Context: an optimization exercise on an open-source flow, tuned for small area, a short achievable clock period and few clock cycles. The choices shown serve that exercise and are no tape-out recipe.
At most, simulation tests tie the RTL to the original design; equivalence was not proved.

==> exp/cedar <==
==> flow/design.v (excerpt) <==
module lmfe_top (
	clk,
	reset,
	Din,
	in_en,
	busy,
	out_valid,
	Dout,
	sram_a,
	sram_d,
	sram_cen,
	sram_wen,
	sram_q
);
input			clk;
input			reset;
input	[7:0]	Din;
input			in_en;
output			busy;
output			out_valid;
output	[7:0]	Dout;
output	[9:0]	sram_a;
output	[7:0]	sram_d;
output			sram_cen;
output			sram_wen;
input	[7:0]	sram_q;
wire	[7:0]	ins;
wire	[7:0]	pix;
wire	[2:0]	tr;
wire			init;
wire			pre;
wire			pre2;
wire			zforce;
wire	[7:0]	med;
lmfe_filter_ctrl i_lmfe_filter_ctrl (
	.clk	(clk),
	.RST	(reset),
	.IEN	(in_en),
	.DIN	(Din),
	.Q		(sram_q),
	.MED	(med),
	.A		(sram_a),
	.D		(sram_d),
	.CEN	(sram_cen),
	.WEN	(sram_wen),
	.INS	(ins),
	.PIX	(pix),
	.TR		(tr),
	.INIT	(init),
	.PRE	(pre),
	.PRE2	(pre2),
	.ZF		(zforce),
	.DOUT	(Dout),
	.OV		(out_valid),
	.BZ		(busy)
);
lmfe_med49 i_lmfe_med49 (
	.clk	(clk),
	.INS	(ins),
	.PIX	(pix),
	.TR		(tr),
	.INIT	(init),
	.PRE	(pre),
	.PRE2	(pre2),
	.ZF		(zforce),
	.MED	(med)
);
endmodule
==> module lmfe_filter_ctrl, before the edit <==
module lmfe_filter_ctrl (
	clk,
	RST,
	IEN,
	DIN,
	Q,
	MED,
	A,
	D,
	CEN,
	WEN,
	INS,
	PIX,
	TR,
	INIT,
	PRE,
	PRE2,
	ZF,
	DOUT,
	OV,
	BZ
);
input			clk;
input			RST;
input			IEN;
input	[7:0]	DIN;
input	[7:0]	Q;
input	[7:0]	MED;
output	[9:0]	A;
output	[7:0]	D;
output			CEN;
output			WEN;
output	[7:0]	INS;
output	[7:0]	PIX;
output	[2:0]	TR;
output			INIT;
output			PRE;
output			PRE2;
output			ZF;
output	[7:0]	DOUT;
output			OV;
output			BZ;
localparam ST_IDL  = 2'd0;
localparam ST_LOAD = 2'd1;
localparam ST_RUN  = 2'd2;
localparam ST_END  = 2'd3;
reg		[9:0]	A;
reg		[7:0]	D;
reg				CEN;
reg				WEN;
reg		[7:0]	DOUT;
reg				OV;
reg				BZ;
reg		[1:0]	state;
reg		[2:0]	t;		 
reg		[7:0]	j;		 
reg		[7:0]	y;		 
reg				v1, v2;	 
reg				d1, d2;	 
reg				pv;		 
reg				okA, okB;	 
reg				INIT;		 
reg				PRE;		 
reg				PRE2;		 
wire	run = (state == ST_RUN);
wire	col_in = ~j[7];						 
wire	[7:0] yt = y + {5'd0, t};			 
wire	rd_ok = run && col_in && (t != 3'd6) && (yt >= 8'd3) && (yt <= 8'd130);
wire	wr_ok = run && col_in && (y <= 8'd124);
wire	[2:0] rrow = y[2:0] + t + 3'd5;		 
wire	[2:0] wrow = y[2:0] + 3'd3;			 
wire	last_load = (y[1:0] == 2'd2) && (j[6:0] == 7'd127);
wire	last_col = (j == 8'd130);
assign TR = (t >= 3'd2) ? (t - 3'd2) : (t + 3'd5);
assign ZF = ~run;
assign INS = v2 ? (d2 ? D : Q) : 8'd0;
assign PIX = pv ? D : 8'd0;
always @ (posedge clk, posedge RST) begin
	if (RST) begin
		state <= ST_IDL;
		CEN <= 1'b1;
		WEN <= 1'b1;
		OV <= 1'b0;
		BZ <= 1'b0;
		okA <= 1'b0;
		okB <= 1'b0;
	end else begin
		OV <= 1'b0;
		case (state)
			ST_IDL: begin
				CEN <= ~IEN;
				WEN <= ~IEN;
				if (IEN) state <= ST_LOAD;	 
			end
			ST_LOAD: begin
				CEN <= 1'b0;
				WEN <= 1'b0;
				if (last_load) begin
					BZ <= 1'b1;
					state <= ST_RUN;
				end
			end
			ST_RUN: begin
				CEN <= (t == 3'd6) ? ~wr_ok : ~rd_ok;
				WEN <= (t != 3'd6);
				BZ <= ~((t == 3'd4) && wr_ok);
				if (t == 3'd1) OV <= okB;
				if (t == 3'd6) begin
					okA <= (j >= 8'd3) && ~y[7];
					okB <= okA;
				end
				if ((y == 8'd128) && (j == 8'd1) && (t == 3'd1))
					state <= ST_END;
			end
			ST_END: begin
				CEN <= 1'b1;
				WEN <= 1'b1;
				BZ <= 1'b1;
			end
		endcase
	end
end
always @ (posedge clk) begin
	v2 <= v1;
	d2 <= d1;
	v1 <= 1'b0;
	d1 <= 1'b0;
	INIT <= run && (t == 3'd0);
	PRE <= run && (t == 3'd6);
	PRE2 <= run && (t == 3'd5);
	case (state)
		ST_IDL: begin
			pv <= 1'b0;
			A <= 10'd0;
			D <= DIN;
			j <= 8'd1;
			y <= 8'd0;
		end
		ST_LOAD: begin
			A <= {1'b0, y[1:0], j[6:0]};
			D <= DIN;
			{y[1:0], j[6:0]} <= {y[1:0], j[6:0]} + 9'd1;
			if (last_load) begin
				t <= 3'd0;
				j <= 8'd0;
				y <= 8'd0;
			end
		end
		ST_RUN: begin
			if (t == 3'd6) begin
				A <= {wrow, j[6:0]};
				pv <= wr_ok;
				v1 <= wr_ok;
				d1 <= 1'b1;
			end else begin
				A <= {rrow, j[6:0]};
				v1 <= rd_ok;
			end
			if (t == 3'd5) D <= DIN;
			if (t == 3'd6) begin
				t <= 3'd0;
				if (last_col) begin
					j <= 8'd0;
					y <= y + 8'd1;
				end else begin
					j <= j + 8'd1;
				end
			end else begin
				t <= t + 3'd1;
			end
		end
		default: begin
			A <= {rrow, j[6:0]};
		end
	endcase
	DOUT <= MED;	 
end
endmodule
==> flow/config.mk <==
export PLATFORM = sky130hd
export DESIGN_NAME = lmfe_top
export DESIGN_NICKNAME = lmfe_top
export VERILOG_FILES = /design/flow/design.v
export SDC_FILE = /design/flow/constraint.sdc
export NUM_CORES = 4
export LEC_CHECK = 0
export CAP_MARGIN = 20
export CORE_MARGIN = 2
export CORE_UTILIZATION = 55
export CTS_CLUSTER_DIAMETER = 60
export CTS_CLUSTER_SIZE = 24
export PLACE_DENSITY = 0.7
export SLEW_MARGIN = 20
==> flow/constraint.sdc <==
create_clock -name core_clock -period 10.0 [get_ports {clk}]
set_input_delay 2.0000 -clock core_clock [delete_from_list [all_inputs] [get_ports {clk}]]
set_output_delay 2.0000 -clock core_clock [all_outputs]
set_load 0.01 [all_outputs]
standard.sh (not shown) runs the stock make flow with config.mk's settings and CLKGATE_MAP_FILE= SYNTH_SCRIPT=/design/flow/synth_recipe.tcl, a recipe that flattens the netlist after the stock synthesis.
==> flow/flow/run.sh <==
#!/bin/bash
set -euo pipefail
bash standard.sh SETUP_SLACK_MARGIN=6.8 finish > standard.log 2>&1
==> exp/xenon (differences from exp/cedar) <==
--- a/flow/design.v
+++ b/flow/design.v
@@ -902,6 +902,4 @@
 	if (RST) begin
 		state <= ST_IDL;
-		CEN <= 1'b1;
-		WEN <= 1'b1;
 		OV <= 1'b0;
 		BZ <= 1'b0;
@@ -912,11 +910,7 @@
 		case (state)
 			ST_IDL: begin
-				CEN <= ~IEN;
-				WEN <= ~IEN;
 				if (IEN) state <= ST_LOAD;	 
 			end
 			ST_LOAD: begin
-				CEN <= 1'b0;
-				WEN <= 1'b0;
 				if (last_load) begin
 					BZ <= 1'b1;
@@ -925,6 +919,4 @@
 			end
 			ST_RUN: begin
-				CEN <= (t == 3'd6) ? ~wr_ok : ~rd_ok;
-				WEN <= (t != 3'd6);
 				BZ <= ~((t == 3'd4) && wr_ok);
 				if (t == 3'd1) OV <= okB;
@@ -937,6 +929,4 @@
 			end
 			ST_END: begin
-				CEN <= 1'b1;
-				WEN <= 1'b1;
 				BZ <= 1'b1;
 			end
@@ -945,4 +935,24 @@
 end
 always @ (posedge clk) begin
+	case (state)
+		ST_IDL: begin
+			CEN <= ~IEN;
+			WEN <= ~IEN;
+		end
+		ST_LOAD: begin
+			CEN <= 1'b0;
+			WEN <= 1'b0;
+		end
+		ST_RUN: begin
+			CEN <= (t == 3'd6) ? ~wr_ok : ~rd_ok;
+			WEN <= (t != 3'd6);
+		end
+		default: begin
+			CEN <= 1'b1;
+			WEN <= 1'b1;
+		end
+	endcase
+end
+always @ (posedge clk) begin
 	v2 <= v1;
 	d2 <= d1;
==> flow/flow/run.sh (replaced) <==
#!/bin/bash
set -euo pipefail
bash standard.sh SETUP_SLACK_MARGIN=6.6 finish > standard.log 2>&1
==> exp/sierra (differences from exp/cedar) <==
==> flow/flow/run.sh (replaced) <==
#!/bin/bash
set -euo pipefail
bash standard.sh SETUP_SLACK_MARGIN=6.6 finish > standard.log 2>&1
--- a/flow/config.mk
+++ b/flow/config.mk
@@ -8,7 +8,7 @@
 export CAP_MARGIN = 20
 export CORE_MARGIN = 2
-export CORE_UTILIZATION = 55
+export CORE_UTILIZATION = 48
 export CTS_CLUSTER_DIAMETER = 60
 export CTS_CLUSTER_SIZE = 24
-export PLACE_DENSITY = 0.7
+export PLACE_DENSITY = 0.62
 export SLEW_MARGIN = 20
==> run notes <==
Wire length, highest first: exp/xenon, exp/cedar, exp/sierra. Between exp/cedar and exp/sierra, the lower via count is in exp/sierra (gap 4.0%, measured against exp/sierra). The highest critical path depth belongs to exp/cedar, the lowest to exp/xenon. First-iteration DRC count: exp/sierra < exp/cedar < exp/xenon. The highest register-to-register slack belongs to exp/sierra, the lowest to exp/cedar.
Testbench counts of exp/cedar, summed over its fixed seeds: cycles 706,620.
Testbench counts of exp/sierra, summed over its fixed seeds: cycles 706,620.
The RTL of exp/xenon was laid out without a check of its function.

==> inputs of job 9658 <==
Starting RTL as in the previous note.
export LEC_CHECK = 0
export CAP_MARGIN = 20
export CORE_MARGIN = 2
export CORE_UTILIZATION = 55
export CTS_CLUSTER_DIAMETER = 60
export CTS_CLUSTER_SIZE = 24
export PLACE_DENSITY = 0.7
export SLEW_MARGIN = 20
create_clock -name core_clock -period 10.0 [get_ports {clk}]
==> flow/flow/run.sh <==
#!/bin/bash
set -euo pipefail
bash standard.sh SETUP_SLACK_MARGIN=6.2 finish > standard.log 2>&1
==> job 5154 (differences from job 9658) <==
==> flow/flow/run.sh (replaced) <==
#!/bin/bash
set -euo pipefail
bash standard.sh SETUP_SLACK_MARGIN=6.6 finish > standard.log 2>&1
==> notes <==
- Against job 5154, the hold slack of job 9658 is worse by 8.5 ps.
- Between job 9658 and job 5154, the lower sequential share of layout area is in job 5154 (gap 1.3 points).
- Sequential cell count is the same in job 9658 and job 5154.
- Synthesized cell count is the same in job 5154 and job 9658.
- Synthesized area is the same in job 9658 and job 5154.
- In job 5154 the fmax is higher than in job 9658, by 8.7%.
Testbench counts of job 9658, summed over its fixed seeds: cycles 706,620.
Testbench counts of job 5154, summed over its fixed seeds: cycles 706,620.

==> inputs of v12 <==
lmfe_top, a different RTL version from the one above (not shown whole).
==> module lmfe_med49, before the edit <==
module lmfe_med49 (
	clk,
	INS,
	PIX,
	TR,
	INIT,
	PRE,
	ZF,
	MED
);
input			clk;
input	[7:0]	INS;
input	[7:0]	PIX;	 
input	[2:0]	TR;		 
input			INIT;	 
input			PRE;	 
input			ZF;		 
output	[7:0]	MED;	 
reg		[7:0]	slot [0:55];
reg		[55:0]	flag;
reg		[5:0]	Z;		 
reg		[4:0]	L;		 
reg		[5:0]	C0A, C0B, C1A, C1B;	 
reg				sel;	 
reg				d7;
reg		[5:0]	mb;		 
integer			p;
reg		[6:0]	ins_rot;
always @ * begin
	case (TR)
		3'd0: ins_rot = {INS[5:0], INS[6]};
		3'd1: ins_rot = {INS[4:0], INS[6:5]};
		3'd2: ins_rot = {INS[3:0], INS[6:4]};
		3'd3: ins_rot = {INS[2:0], INS[6:3]};
		3'd4: ins_rot = {INS[1:0], INS[6:2]};
		3'd5: ins_rot = {INS[0], INS[6:1]};
		default: ins_rot = INS[6:0];
	endcase
end
wire			init = INIT;
wire	[5:0]	CA = sel ? C0A : C1A;
wire	[5:0]	CB = sel ? C0B : C1B;
wire	[6:0]	s = {2'd0, L} + {1'd0, CA} + {1'd0, CB};
wire	[6:0]	s0 = {2'd0, L} + {1'd0, C0A} + {1'd0, C0B};
wire	[6:0]	s1 = {2'd0, L} + {1'd0, C1A} + {1'd0, C1B};
wire			dec0 = sel ? (s0 >= 7'd25) : (s1 >= 7'd25);	 
reg		[2:0]	znew, zold;
always @ * begin
	znew = 3'd0;
	for (p = 0; p < 4; p = p + 1)
		znew = znew + {2'd0, ~slot[p][7]};
	zold = 3'd0;
	for (p = 46; p < 53; p = p + 1)
		zold = zold + {2'd0, ~slot[p][7]};
end
reg		[5:0]	Z4, ZP;
wire	[5:0]	zpn = Z4 + {5'd0, ~slot[0][7]} + {5'd0, ~PIX[7]};
reg				lt25, lt24;		 
wire	[5:0]	zn = ZP + {5'd0, ~slot[0][7]};
wire			d7n = slot[0][7] ? lt25 : lt24;	 
reg		[56:0]	x0, x1;
always @ * begin
	for (p = 0; p < 56; p = p + 1) begin
		x0[p] = ~slot[p][5] & ((flag[p] & ~slot[p][6]) | ((p < 48) & init & ~slot[p][7]));
		x1[p] = ~slot[p][5] & ((flag[p] & slot[p][6]) | ((p < 48) & init & slot[p][7]));
	end
	x0[56] = init & ~PIX[7] & ~PIX[6];
	x1[56] = init & PIX[7] & ~PIX[6];
end
wire	[5:0]	n0A, n0B, n1A, n1B;
lmfe_popc57 i_pc0 (.x(x0), .A(n0A), .B(n0B));
lmfe_popc57 i_pc1 (.x(x1), .A(n1A), .B(n1B));
assign MED = {d7, mb, ~dec0};
always @ (posedge clk) begin
	slot[0] <= {INS[7], ins_rot};
	for (p = 0; p < 55; p = p + 1)
		slot[p+1] <= {slot[p][7], slot[p][5:0], slot[p][6]};
	mb <= {mb[4:0], ~dec0};
	C0A <= n0A;
	C0B <= n0B;
	C1A <= n1A;
	C1B <= n1B;
	sel <= init ? ~d7n : dec0;
	if (init) begin
		flag[0] <= (PIX[7] == d7n);
		for (p = 0; p < 48; p = p + 1)
			flag[p+1] <= (slot[p][7] == d7n);
		for (p = 48; p < 55; p = p + 1)
			flag[p+1] <= 1'b0;
		d7 <= d7n;
		L  <= d7n ? zn[4:0] : 5'd0;
	end else begin
		flag[0] <= 1'b0;
		for (p = 0; p < 55; p = p + 1)
			flag[p+1] <= flag[p] & (slot[p][6] ^ dec0) & ~PRE;
		if (!dec0) L <= s[4:0];
	end
	Z4 <= Z + {3'd0, znew} - {3'd0, zold};
	ZP <= zpn;
	lt25 <= (zpn < 6'd25);
	lt24 <= (zpn < 6'd24);
	if (ZF)
		Z <= 6'd49;
	else if (init)
		Z <= zn;
end
endmodule
export LEC_CHECK = 0
export CAP_MARGIN = 20
export CORE_MARGIN = 2
export CORE_UTILIZATION = 40
export PLACE_DENSITY = 0.55
export SLEW_MARGIN = 20
create_clock -name core_clock -period 10.0 [get_ports {clk}]
==> flow/flow/run.sh <==
#!/bin/bash
set -euo pipefail
bash standard.sh SETUP_SLACK_MARGIN=6.5 finish > standard.log 2>&1
==> inputs of v19, as changes to v12 <==
--- a/flow/design.v
+++ b/flow/design.v
@@ -43,16 +43,14 @@
 wire	[6:0]	s = {2'd0, L} + {1'd0, CA} + {1'd0, CB};
-wire	[6:0]	s0 = {2'd0, L} + {1'd0, C0A} + {1'd0, C0B};
-wire	[6:0]	s1 = {2'd0, L} + {1'd0, C1A} + {1'd0, C1B};
-wire			dec0 = sel ? (s0 >= 7'd25) : (s1 >= 7'd25);	 
+wire			dec0 = (s >= 7'd25);	 
 reg		[2:0]	znew, zold;
 always @ * begin
-	znew = 3'd0;
-	for (p = 0; p < 4; p = p + 1)
+	znew = {2'd0, ~PIX[7]};
+	for (p = 0; p < 5; p = p + 1)
 		znew = znew + {2'd0, ~slot[p][7]};
 	zold = 3'd0;
-	for (p = 46; p < 53; p = p + 1)
+	for (p = 47; p < 54; p = p + 1)
 		zold = zold + {2'd0, ~slot[p][7]};
 end
-reg		[5:0]	Z4, ZP;
-wire	[5:0]	zpn = Z4 + {5'd0, ~slot[0][7]} + {5'd0, ~PIX[7]};
+wire	[5:0]	zpn = Z + {3'd0, znew} - {3'd0, zold};
+reg		[5:0]	ZP;
 reg				lt25, lt24;		 
@@ -97,3 +95,2 @@
 	end
-	Z4 <= Z + {3'd0, znew} - {3'd0, zold};
 	ZP <= zpn;
==> flow/run.sh (new file) <==
#!/bin/bash
# synth_recipe.tcl (not shown) runs the flow's synth.tcl, then flattens the netlist and writes it again
# the make line also repeats each setting of config.mk as NAME=value (left out here)
make -C /OpenROAD-flow-scripts/flow DESIGN_CONFIG=/design/flow/config.mk WORK_HOME=/design/flow/orfs CLKGATE_MAP_FILE= SYNTH_SCRIPT=/design/flow/synth_recipe.tcl finish
- SETUP_SLACK_MARGIN: default -> 5
removed: flow/flow/run.sh
removed: flow/standard.sh
==> comparison table <==
Run status: v19 finished clean; v12 finished clean
Cell area after technology mapping: v19 0.0211 mm²; v12 0.0222 mm²
Number of buffers outside the clock class in the layout: v19 57; v12 95
FF-to-FF path depth: v19 14; v12 15
Post-synthesis xor/xnor area fraction: v19 0.0540; v12 0.0327
Largest driver fanout on the critical path: v19 61; v12 7
Core Box Area: v19 0.0523 mm²; v12 0.0550 mm²
Wire length after detailed routing: v19 39.4 mm; v12 46.8 mm
Cell type of the slowest stage on the worst timing path: v19 sky130_fd_sc_hd__fa_1; v12 sky130_fd_sc_hd__fa_2
Clock-pin slew of the registers on the worst-case setup and hold paths: v19 60 ps; v12 70 ps
Worst path max stage delay: v19 550 ps; v12 580 ps
Horizontal extent of the die: v19 234 µm; v12 240 µm
Cts bufs inserted: v19 58; v12 59
Worst hold start: v19 i_lmfe_med49.slot[46][2]; v12 i_lmfe_med49.slot[36][1]
Slew at the pin with the worst max-slew slack: v19 826 ps; v12 1080 ps
Maximum number of pins on one net before global-route repair: v19 68; v12 53
Sink of the worst hold path: v19 i_lmfe_med49.slot[47][3]; v12 i_lmfe_med49.slot[37][2]
DR vias: v19 11.8k; v12 13.3k
Function was not checked in any run of this note: the RTL went through the layout flow alone.

-- re-timing with driven ports --
In the flow no input, the clock included, has a driving cell. The finished layouts below were timed again as built, in two steps. Step 1: set_driving_cell puts a clkbuf_16 on clk and a buf_2 on each other input, an assumption about the parent block. Step 2, shift: input delay + t, output delay - t, t = (earliest + latest rising clock arrival at the registers) / 2. This alone moves slack from input paths to output paths. Slacks: ideal ports / drivers / drivers and shift; pairs: ideal ports / drivers.
run	t, ns	setup slack, ns	worst data-port slew with drivers (ns)	cell pins on the clock port's net
exp/cedar	0.637	6.439 / 6.439 / 6.249	0.05	1
exp/xenon	0.629	6.454 / 6.454 / 6.408	0.05	1
exp/sierra	0.635	6.571 / 6.571 / 6.280	0.04	1
job 9658	0.626	6.253 / 6.253 / 6.157	0.04	1
job 5154	0.625	6.553 / 6.553 / 6.163	0.04	1
v12	0.673	5.729 / 5.729 / 5.729	0.04	1
v19	0.655	5.146 / 5.146 / 5.146	0.04	1
After both steps every run listed still meets setup and hold. The setup slack of job 5154, which loses most, moves by 0.000 ns with the drivers and by -0.390 ns with both steps.
